This is an optimization exercise on Yosys and OpenROAD, whose aim is small area, not a production implementation. The RTL was checked by simulation tests, not by an equivalence proof against the original design. Power and IR drop assume default switching activity.

## red
## ALU_sync
module ALU_sync (
  input  wire        clk,
  input  wire [15:0] A, B,
  input  wire [3:0]  ALU_FUN,
  output reg  [15:0] ALU_OUT,
  output reg         Carry_flag,
  output reg         Arith_flag,
  output reg         Logic_flag,
  output reg         CMP_flag,
  output reg         Shift_flag
);
For scale: roughly 58 I/O pins.
==> flow/config.mk <==
export PLATFORM = sky130hd
export DESIGN_NAME = ALU_sync
export DESIGN_NICKNAME = ALU_sync
export VERILOG_FILES = /design/flow/design.v
export SDC_FILE = /design/flow/constraint.sdc
export NUM_CORES = 4
export LEC_CHECK = 0
export ABC_AREA = 1
export CAP_MARGIN = 20
export CORE_MARGIN = 2
export CORE_UTILIZATION = 40
export CTS_BUF_LIST = sky130_fd_sc_hd__clkbuf_4 sky130_fd_sc_hd__clkbuf_8
export SLEW_MARGIN = 20
==> flow/constraint.sdc <==
create_clock -name core_clock -period 35.0 [get_ports {clk}]
set_input_delay 7.0000 -clock core_clock [delete_from_list [all_inputs] [get_ports {clk}]]
set_output_delay 7.0000 -clock core_clock [all_outputs]
set_load 0.01 [all_outputs]
standard.sh (not shown) runs the stock make flow with config.mk's settings and CLKGATE_MAP_FILE= SYNTH_SCRIPT=/design/flow/synth_recipe.tcl, a recipe that flattens the netlist after the stock synthesis.
==> flow/flow/run.sh <==
#!/bin/bash
# The standard layout, with the input and output port buffers made from
# the platform's smallest plain buffer instead of the resizer's default pick.
set -euo pipefail
export BUFFER_PORTS_ARGS="-buffer_cell sky130_fd_sc_hd__buf_1"
bash standard.sh "BUFFER_PORTS_ARGS=-buffer_cell sky130_fd_sc_hd__buf_1" finish > standard.log 2>&1
### red -> blue
- swapping sky130_fd_sc_hd__clkbuf_4 sky130_fd_sc_hd__clkbuf_8 for sky130_fd_sc_hd__clkbuf_8 in CTS_BUF_LIST
- putting PLACE_DENSITY at 0.75 where nothing was set
--- outcome ---
- Worst voltage drop across the vdd grid: blue vs red up 0.0039 mV
- red -> blue: number of port buffers flat
- blue: measured slew at the worst slew-check pin is 81 ps higher than what red reported.
- In terms of count of multi-input combinational gates, red and blue differ only marginally.
- Changes observed in blue relative to red: average vias per placed instance increased about 2.6%, via count increased about 2.6%.
For green, these inputs were changed with respect to blue:
- removing PLACE_DENSITY (formerly 0.75)
- removing CTS_BUF_LIST (formerly sky130_fd_sc_hd__clkbuf_8)
==> flow/run.sh (new file) <==
#!/bin/bash
# synth_recipe.tcl (not shown) runs the flow's synth.tcl, then flattens the netlist and writes it again
# the make line also repeats each setting of config.mk as NAME=value (left out here)
make -C /OpenROAD-flow-scripts/flow DESIGN_CONFIG=/design/flow/config.mk WORK_HOME=/design/flow/orfs CLKGATE_MAP_FILE= SYNTH_SCRIPT=/design/flow/synth_recipe.tcl finish
removed: flow/flow/run.sh
removed: flow/standard.sh
Findings:
[green] post-route clock period utilization fell 0.38 points relative to blue
Sum of internal, switching and leakage power (higher): green
The worst path buffer plus inverter count of green falls short of that of blue by 4.8%.
green vs blue, fraction of area in registers went down by 0.23 points.
Total non-filler cell area in the finished layout: higher on green
Summary: with blue as the reference, leakage power of the design in green moved up by a few percent.
Changes observed in green relative to blue: number of design-rule violations left by the first detailed-router iteration shrank by 14%, non-clock buffer count grew by about 20%.
## Diff of input files: orange against green
- setting PLACE_DENSITY to 0.45 for the first time
- setting CTS_BUF_LIST to sky130_fd_sc_hd__clkbuf_8 for the first time
==> flow/flow/run.sh (new file) <==
#!/bin/bash
# The standard layout, with the input and output port buffers made from
# the platform's smallest plain buffer instead of the resizer's default pick.
set -euo pipefail
export BUFFER_PORTS_ARGS="-buffer_cell sky130_fd_sc_hd__buf_1"
bash standard.sh "BUFFER_PORTS_ARGS=-buffer_cell sky130_fd_sc_hd__buf_1" finish > standard.log 2>&1
==> flow/standard.sh (new file) <==
#!/bin/bash
# synth_recipe.tcl (not shown) runs the flow's synth.tcl, then flattens the netlist and writes it again
# the make line also repeats each setting of config.mk as NAME=value (left out here)
make -C /OpenROAD-flow-scripts/flow DESIGN_CONFIG=/design/flow/config.mk WORK_HOME=/design/flow/orfs CLKGATE_MAP_FILE= SYNTH_SCRIPT=/design/flow/synth_recipe.tcl "${@:-finish}"
removed: flow/run.sh
--- outcome ---
- Route | orange vs green | wire longer in orange
- Changes observed in orange relative to green: total length of routed met2 wires moved up, post-route worst setup slack +330 ps, number of buffer and inverter stages on the critical path up 1.
Edits applied to the flow inputs when going from orange to purple:
- CORE_UTILIZATION changed from 40 to 50
- PLACE_DENSITY removed (was 0.45)
- CTS_BUF_LIST removed (was sky130_fd_sc_hd__clkbuf_8)
--- outcome ---
orange → purple: simple logic cell fraction of the synthesized area essentially unchanged, via count of the routed design moved up, number of cells on the critical path lost about 2.8%, cell area stayed essentially flat. Final clock period utilization by the worst path sits higher in purple than in orange. Count of multi-input gates of orange is on par with purple. The sequential share of layout area of orange and that of purple are within noise of each other. Changes observed in purple relative to orange: synthesized cell count neither gained nor lost much, via count of the first global-routing pass lost 62.

========
Another version of the RTL of ALU_sync (not shown whole).
For scale: roughly 58 I/O pins, ~9900 sq um of cells after synthesis.
// ALU_sync
module ALU_sync (
  input  wire        clk,
  input  wire [15:0] A, B,
  input  wire [3:0]  ALU_FUN,
  output reg  [15:0] ALU_OUT,
  output reg         Carry_flag,
  output reg         Arith_flag,
  output reg         Logic_flag,
  output reg         CMP_flag,
  output reg         Shift_flag
);
clock: 35.0 ns
lec_check: 0
abc_area: 1
cap_margin: 20
core_margin: 2
core_utilization: 40
setup_slack_margin: -0.8
slew_margin: 20
==> flow/flow/run.sh <==
#!/bin/bash
# The standard layout with two changes:
# - ABC's area script maps for area only, after a fast choice computation (flow/abc_area.script);
# - the port buffers are the platform's smallest plain buffer.
# ORFS reads its scripts from a copy in this folder that differs from the
# installed one only in abc_area.script.
set -euo pipefail
here=$(pwd)
rm -rf "$here/orfs_scripts"
cp -r "$FLOW_HOME/scripts" "$here/orfs_scripts"
cp "$here/flow/abc_area.script" "$here/orfs_scripts/abc_area.script"
export BUFFER_PORTS_ARGS="-buffer_cell sky130_fd_sc_hd__buf_1"
bash standard.sh "SCRIPTS_DIR=$here/orfs_scripts" \
  "BUFFER_PORTS_ARGS=-buffer_cell sky130_fd_sc_hd__buf_1" finish > standard.log 2>&1
==> flow/flow/abc_area.script <==
strash
dch -f
map -a
topo
stime -c
buffer -c
upsize -c
dnsize -c
Edit:
--- a/flow/flow/run.sh
+++ b/flow/flow/run.sh
@@ -1,5 +1,5 @@
 #!/bin/bash
 # The standard layout with two changes:
-# - ABC's area script maps for area only, after a fast choice computation (flow/abc_area.script);
+# - ABC's area script maps for area only (flow/abc_area.script);
 # - the port buffers are the platform's smallest plain buffer.
 # ORFS reads its scripts from a copy in this folder that differs from the
==> flow/flow/abc_area.script (replaced) <==
strash
dch
map -a
topo
stime -c
buffer -c
upsize -c
dnsize -c
Setup slack is better by 400 ps.
Worst hold slack is better by 17 ps.
Total power goes up by 0.88%.
Design area goes down by 2.0%.
Via count goes down by 1.8%.
Fmax goes up by 1.2%.
Sequential share of layout area is about the same.
Die area goes up by 2.7%.
Global-route usage hardly moves.
Area after synthesis goes up by 2.8%.
Edit:
SETUP_SLACK_MARGIN = -1.1   (was -0.8)
=> The changed run passed the timing, design-rule and antenna checks; design area stays flat; die area stays the same; routed wire length barely changes; clock-buffer cell count does not change; worst setup slack degrades by 250 ps; global-route usage does not change; total power shrinks by 0.37%.
Edit:
CORE_UTILIZATION = 45   (was 40)
SETUP_SLACK_MARGIN = -0.8   (was -1.1)
After rerunning:
- The changed run completed with no timing, DRC or antenna violations
- total power rises by 0.73%
- setup slack gains 250 ps
- synthesized cell count stays the same
- fmax went up by 0.75%
- synthesized area stays the same
- combinational power increases by about 1%
- count of clock-buffer cells in the layout grows by 1
Edit:
==> flow/flow/run.sh (replaced) <==
#!/bin/bash
# The standard layout, with the input and output port buffers made from
# the platform's smallest plain buffer instead of the resizer's default pick.
set -euo pipefail
export BUFFER_PORTS_ARGS="-buffer_cell sky130_fd_sc_hd__buf_1"
bash standard.sh "BUFFER_PORTS_ARGS=-buffer_cell sky130_fd_sc_hd__buf_1" finish > standard.log 2>&1
CORE_UTILIZATION = 40   (was 45)
removed: flow/flow/abc_area.script
Result: Die area increases by about a fifth. Sequential cell count does not change. Count of clock-buffer cells in the layout decreases by 1. Global-route usage decreases by 2.7 points. Critical path depth increases by 5. Total power decreases slightly. Routed wire length increases by a few percent. Fmax increases slightly. Cell area increases slightly. Via count increases by a few percent.

========
Setup of job 101:
ALU_sync with an RTL version that a note above also has.
For scale: roughly 21 flip-flops.
Design ALU_sync, start of the top module:
module ALU_sync (
  input  wire        clk,
  input  wire [15:0] A, B,
  input  wire [3:0]  ALU_FUN,
  output reg  [15:0] ALU_OUT,
  output reg         Carry_flag,
  output reg         Arith_flag,
  output reg         Logic_flag,
  output reg         CMP_flag,
  output reg         Shift_flag
);
clock: 35.0 ns
lec_check: 0
abc_area: 1
cap_margin: 20
core_margin: 2
core_utilization: 40
slew_margin: 20
==> flow/flow/run.sh <==
#!/bin/bash
# The standard layout with two changes:
# - ABC's area script maps for area only (flow/abc_area.script);
# - the port buffers are the platform's smallest plain buffer.
# ORFS reads its scripts from a copy in this folder that differs from the
# installed one only in abc_area.script.
set -euo pipefail
here=$(pwd)
rm -rf "$here/orfs_scripts"
cp -r "$FLOW_HOME/scripts" "$here/orfs_scripts"
cp "$here/flow/abc_area.script" "$here/orfs_scripts/abc_area.script"
export BUFFER_PORTS_ARGS="-buffer_cell sky130_fd_sc_hd__buf_1"
bash standard.sh "SCRIPTS_DIR=$here/orfs_scripts" \
  "BUFFER_PORTS_ARGS=-buffer_cell sky130_fd_sc_hd__buf_1" finish > standard.log 2>&1
==> flow/flow/abc_area.script <==
strash
dch
map -a
topo
stime -c
buffer -c
upsize -c
dnsize -c
Job 101 ended with every stage complete and zero timing, DRC or antenna violations.
What job 102 does differently from job 101 at the input level:
==> flow/flow/run.sh <==
#!/bin/bash
# The standard layout, with the input and output port buffers made from
# the platform's smallest plain buffer instead of the resizer's default pick.
set -euo pipefail
export BUFFER_PORTS_ARGS="-buffer_cell sky130_fd_sc_hd__buf_1"
bash standard.sh "BUFFER_PORTS_ARGS=-buffer_cell sky130_fd_sc_hd__buf_1" finish > standard.log 2>&1
--- a/flow/config.mk
+++ b/flow/config.mk
@@ -9,4 +9,4 @@
 export CAP_MARGIN = 20
 export CORE_MARGIN = 2
-export CORE_UTILIZATION = 40
+export CORE_UTILIZATION = 30
 export SLEW_MARGIN = 20
removed: flow/flow/abc_area.script
### Flow results
Job 102: overall track demand over capacity in global routing is 6.2 points lower than what job 101 reported.
Of job 102 and job 101, the run reporting the lower cell area was job 102.
Changes observed in job 102 relative to job 101: total number of vias increased about 4.3%; total power decreased about 11%; area share of fa/ha/maj cells after synthesis decreased 0.66 points; final standard cell count with taps included and fillers excluded increased 185; count of clock-buffer cells in the layout increased 1.
Reported for job 102 and job 101, remaining routing DRC violations turned out identical to the last digit.
The clock network fraction of design power number comes out lower for job 101 vs job 102.
Count of plain and timing-repair buffers shrinks by more than a quarter when moving from job 101 to job 102.
Here is what was changed in the inputs of job 103 compared with job 102.
--- a/flow/config.mk
+++ b/flow/config.mk
@@ -9,4 +9,5 @@
 export CAP_MARGIN = 20
 export CORE_MARGIN = 2
-export CORE_UTILIZATION = 30
+export CORE_UTILIZATION = 40
+export GPL_TIMING_DRIVEN = 0
 export SLEW_MARGIN = 20
### Flow results
- Job 103 was carried through to the last stage, and its layout satisfied the timing, design-rule and antenna checks.
- Summary of job 103 over job 102: combined buffer and inverter count along the critical path grew by 8, maximum frequency saw a decrease, global-route usage increased 9.8 points, number of inverters outside the clock class in the layout fell by 3.2%, floorplan die area saw a decrease.
Input-level comparison between job 104 and job 103:
--- a/flow/config.mk
+++ b/flow/config.mk
@@ -10,4 +10,3 @@
 export CORE_MARGIN = 2
 export CORE_UTILIZATION = 40
-export GPL_TIMING_DRIVEN = 0
 export SLEW_MARGIN = 20
==> comparison <==
Worst-case setup margin in the final layout delta for job 104 relative to job 103: 0.35 ns higher. ALU_FUN[1] as the worst setup path startpoint was reported by job 103, and ALU_FUN[2] by job 104. Re area growth from synthesis to layout: job 103 was higher than job 104. Job 104 improves on job 103 in post-route total power. In the final design statistics, job 104 uses fewer standard cells in total than job 103.

========
ALU_sync with an RTL version that a note above also has.
Size: about 1,600 cells after synthesis, ~58 I/O pins, roughly 10,000 um^2 of cells after synthesis.
==> flow/config.mk <==
export PLATFORM = sky130hd
export DESIGN_NAME = ALU_sync
export DESIGN_NICKNAME = ALU_sync
export VERILOG_FILES = /design/flow/design.v
export SDC_FILE = /design/flow/constraint.sdc
export NUM_CORES = 4
export LEC_CHECK = 0
export ABC_AREA = 1
export CAP_MARGIN = 20
export CORE_MARGIN = 2
export CORE_UTILIZATION = 40
export SETUP_SLACK_MARGIN = -0.8
export SLEW_MARGIN = 20
==> flow/constraint.sdc <==
create_clock -name core_clock -period 35.0 [get_ports {clk}]
set_input_delay 7.0000 -clock core_clock [delete_from_list [all_inputs] [get_ports {clk}]]
set_output_delay 7.0000 -clock core_clock [all_outputs]
set_load 0.01 [all_outputs]
==> flow/flow/run.sh <==
#!/bin/bash
# The standard layout with two changes:
# - ABC's area script maps twice, each time with structural choices (flow/abc_area.script);
# - the port buffers are the platform's smallest plain buffer.
# ORFS reads its scripts from a copy in this folder that differs from the
# installed one only in abc_area.script.
set -euo pipefail
here=$(pwd)
rm -rf "$here/orfs_scripts"
cp -r "$FLOW_HOME/scripts" "$here/orfs_scripts"
cp "$here/flow/abc_area.script" "$here/orfs_scripts/abc_area.script"
export BUFFER_PORTS_ARGS="-buffer_cell sky130_fd_sc_hd__buf_1"
bash standard.sh "SCRIPTS_DIR=$here/orfs_scripts" \
  "BUFFER_PORTS_ARGS=-buffer_cell sky130_fd_sc_hd__buf_1" finish > standard.log 2>&1
==> flow/flow/abc_area.script <==
strash
dch
map -B 0.9
strash
dch
map -B 0.9
topo
stime -c
buffer -c
upsize -c
dnsize -c
==> next run, changes <==
--- a/flow/flow/run.sh
+++ b/flow/flow/run.sh
@@ -1,5 +1,5 @@
 #!/bin/bash
 # The standard layout with two changes:
-# - ABC's area script maps twice, each time with structural choices (flow/abc_area.script);
+# - ABC's area script maps for area only, twice (flow/abc_area.script);
 # - the port buffers are the platform's smallest plain buffer.
 # ORFS reads its scripts from a copy in this folder that differs from the
==> flow/flow/abc_area.script (replaced) <==
strash
dch
map -a
strash
dch
map -a
topo
stime -c
buffer -c
upsize -c
dnsize -c
Clock-buffer cell count shrinks by 1.
Global-route usage shrinks by 0.81 points.
Core utilization grows by 1.6 points.
Via count shrinks by 7.2%.
Sequential share of layout area is about the same.
Design area shrinks by 0.38%.
Area after synthesis shrinks by 4.7%.
Combinational power grows by about 3%.

========
v23:
ALU_sync with an RTL version that a note above also has.
Size in the first run: about 1600 cells after synthesis, ~21 flip-flops, roughly 58 I/O pins, about 0.010 sq mm of cells after synthesis.
==> flow/design.v (excerpt) <==
module ALU_sync (
  input  wire        clk,
  input  wire [15:0] A, B,
  input  wire [3:0]  ALU_FUN,
  output reg  [15:0] ALU_OUT,
  output reg         Carry_flag,
  output reg         Arith_flag,
  output reg         Logic_flag,
  output reg         CMP_flag,
  output reg         Shift_flag
);
clock: 35.0 ns
lec_check: 0
abc_area: 1
cap_margin: 20
core_margin: 2
core_utilization: 40
setup_slack_margin: -1.1
slew_margin: 20
==> flow/flow/run.sh <==
#!/bin/bash
# The standard layout, with the input and output port buffers made from
# the platform's smallest plain buffer instead of the resizer's default pick.
set -euo pipefail
export BUFFER_PORTS_ARGS="-buffer_cell sky130_fd_sc_hd__buf_1"
bash standard.sh "BUFFER_PORTS_ARGS=-buffer_cell sky130_fd_sc_hd__buf_1" finish > standard.log 2>&1
v23 was carried through to the last stage, and its layout satisfied the timing, design-rule and antenna checks.
Setup changes, v23 to v25
- a change of SETUP_SLACK_MARGIN from -1.1 to -0.8
### Flow results
- Compared v25 against v23; utilization within noise.
- Comparing v23 and v25, fraction of layout cells with a size suffix above 1 is lower on v23.
- Relative to v23, cell area has increased by 0.33% in v25.
- v25 vs v23: final worst-path setup slack up in v25
Modified inputs, v36 compared to v25
- clearing SETUP_SLACK_MARGIN, which used to be -0.8
==> flow/flow/run.sh <==
#!/bin/bash
# The standard layout, with the input and output port buffers made from
# the platform's smallest plain buffer instead of the resizer's default pick,
# and after global routing, downsizing of gates on paths with slack to spare.
set -euo pipefail
export BUFFER_PORTS_ARGS="-buffer_cell sky130_fd_sc_hd__buf_1"
export RECOVER_POWER=100
bash standard.sh "BUFFER_PORTS_ARGS=-buffer_cell sky130_fd_sc_hd__buf_1" RECOVER_POWER=100 finish > standard.log 2>&1
On part of the total power dissipated in combinational logic: between v25 and v36, it ends up lower for v25.
Wire: v36 routes more than v25
Setup slack, v25 and v36, higher one = v36.

[static timing again, ports no longer ideal]
No port has a modelled driver above. Below, the same layouts with a new extraction and two added sets of constraints.
Step 1 sets driving cells, clkbuf_16 on the clock port and buf_2 on the other inputs (assumed; they add their load-dependent delay and slew).
Step 2 also shifts input and output timing later by t, the mid clock arrival at the registers, as if the neighbouring blocks saw the same clock.
Three values: no drivers, after step 1, after step 2; two values: the first two.
| run | shift t [ns] | setup slack, ns | worst register clock-pin slew, ns | cell pins on the clock port's net |
|---|---|---|---|---|
| red | 0.321 | 2.038 / 2.044 / 1.723 | 0.12 / 0.12 | 1 |
| blue | 0.316 | 1.778 / 1.787 / 1.471 | 0.12 / 0.12 | 1 |
| green | 0.302 | 1.911 / 1.921 / 1.618 | 0.08 / 0.08 | 1 |
| orange | 0.327 | 2.238 / 2.248 / 1.921 | 0.12 / 0.12 | 1 |
| purple | 0.304 | 1.810 / 1.826 / 1.522 | 0.08 / 0.08 | 1 |
| the first run of note 2 | 0.289 | 1.034 / 1.042 / 0.753 | 0.06 / 0.06 | 1 |
| the second run of note 2 | 0.295 | 1.438 / 1.450 / 1.155 | 0.07 / 0.07 | 1 |
| the third run of note 2 | 0.295 | 1.185 / 1.197 / 0.901 | 0.07 / 0.07 | 1 |
| the fourth run of note 2 | 0.286 | 1.437 / 1.448 / 1.161 | 0.06 / 0.06 | 1 |
| the fifth run of note 2 | 0.312 | 1.953 / 1.966 / 1.653 | 0.08 / 0.08 | 1 |
| job 101 | 0.298 | 1.238 / 1.254 / 0.956 | 0.07 / 0.07 | 1 |
| job 102 | 0.307 | 2.122 / 2.144 / 1.837 | 0.08 / 0.08 | 1 |
| job 103 | 0.312 | 1.649 / 1.662 / 1.350 | 0.07 / 0.07 | 1 |
| job 104 | 0.303 | 1.994 / 2.005 / 1.701 | 0.08 / 0.08 | 1 |
| the first run of note 4 | 0.317 | 1.620 / 1.641 / 1.324 | 0.08 / 0.08 | 1 |
| the second run of note 4 | 0.307 | 1.170 / 1.183 / 0.875 | 0.08 / 0.08 | 1 |
| v23 | 0.305 | 1.268 / 1.278 / 0.973 | 0.08 / 0.08 | 1 |
| v25 | 0.305 | 1.472 / 1.483 / 1.178 | 0.08 / 0.08 | 1 |
| v36 | 0.303 | 2.016 / 2.027 / 1.724 | 0.08 / 0.08 | 1 |
After both steps every run listed still meets setup and hold. The setup slack of orange, which loses most, moves by +0.010 ns with the drivers and by -0.317 ns with both steps.
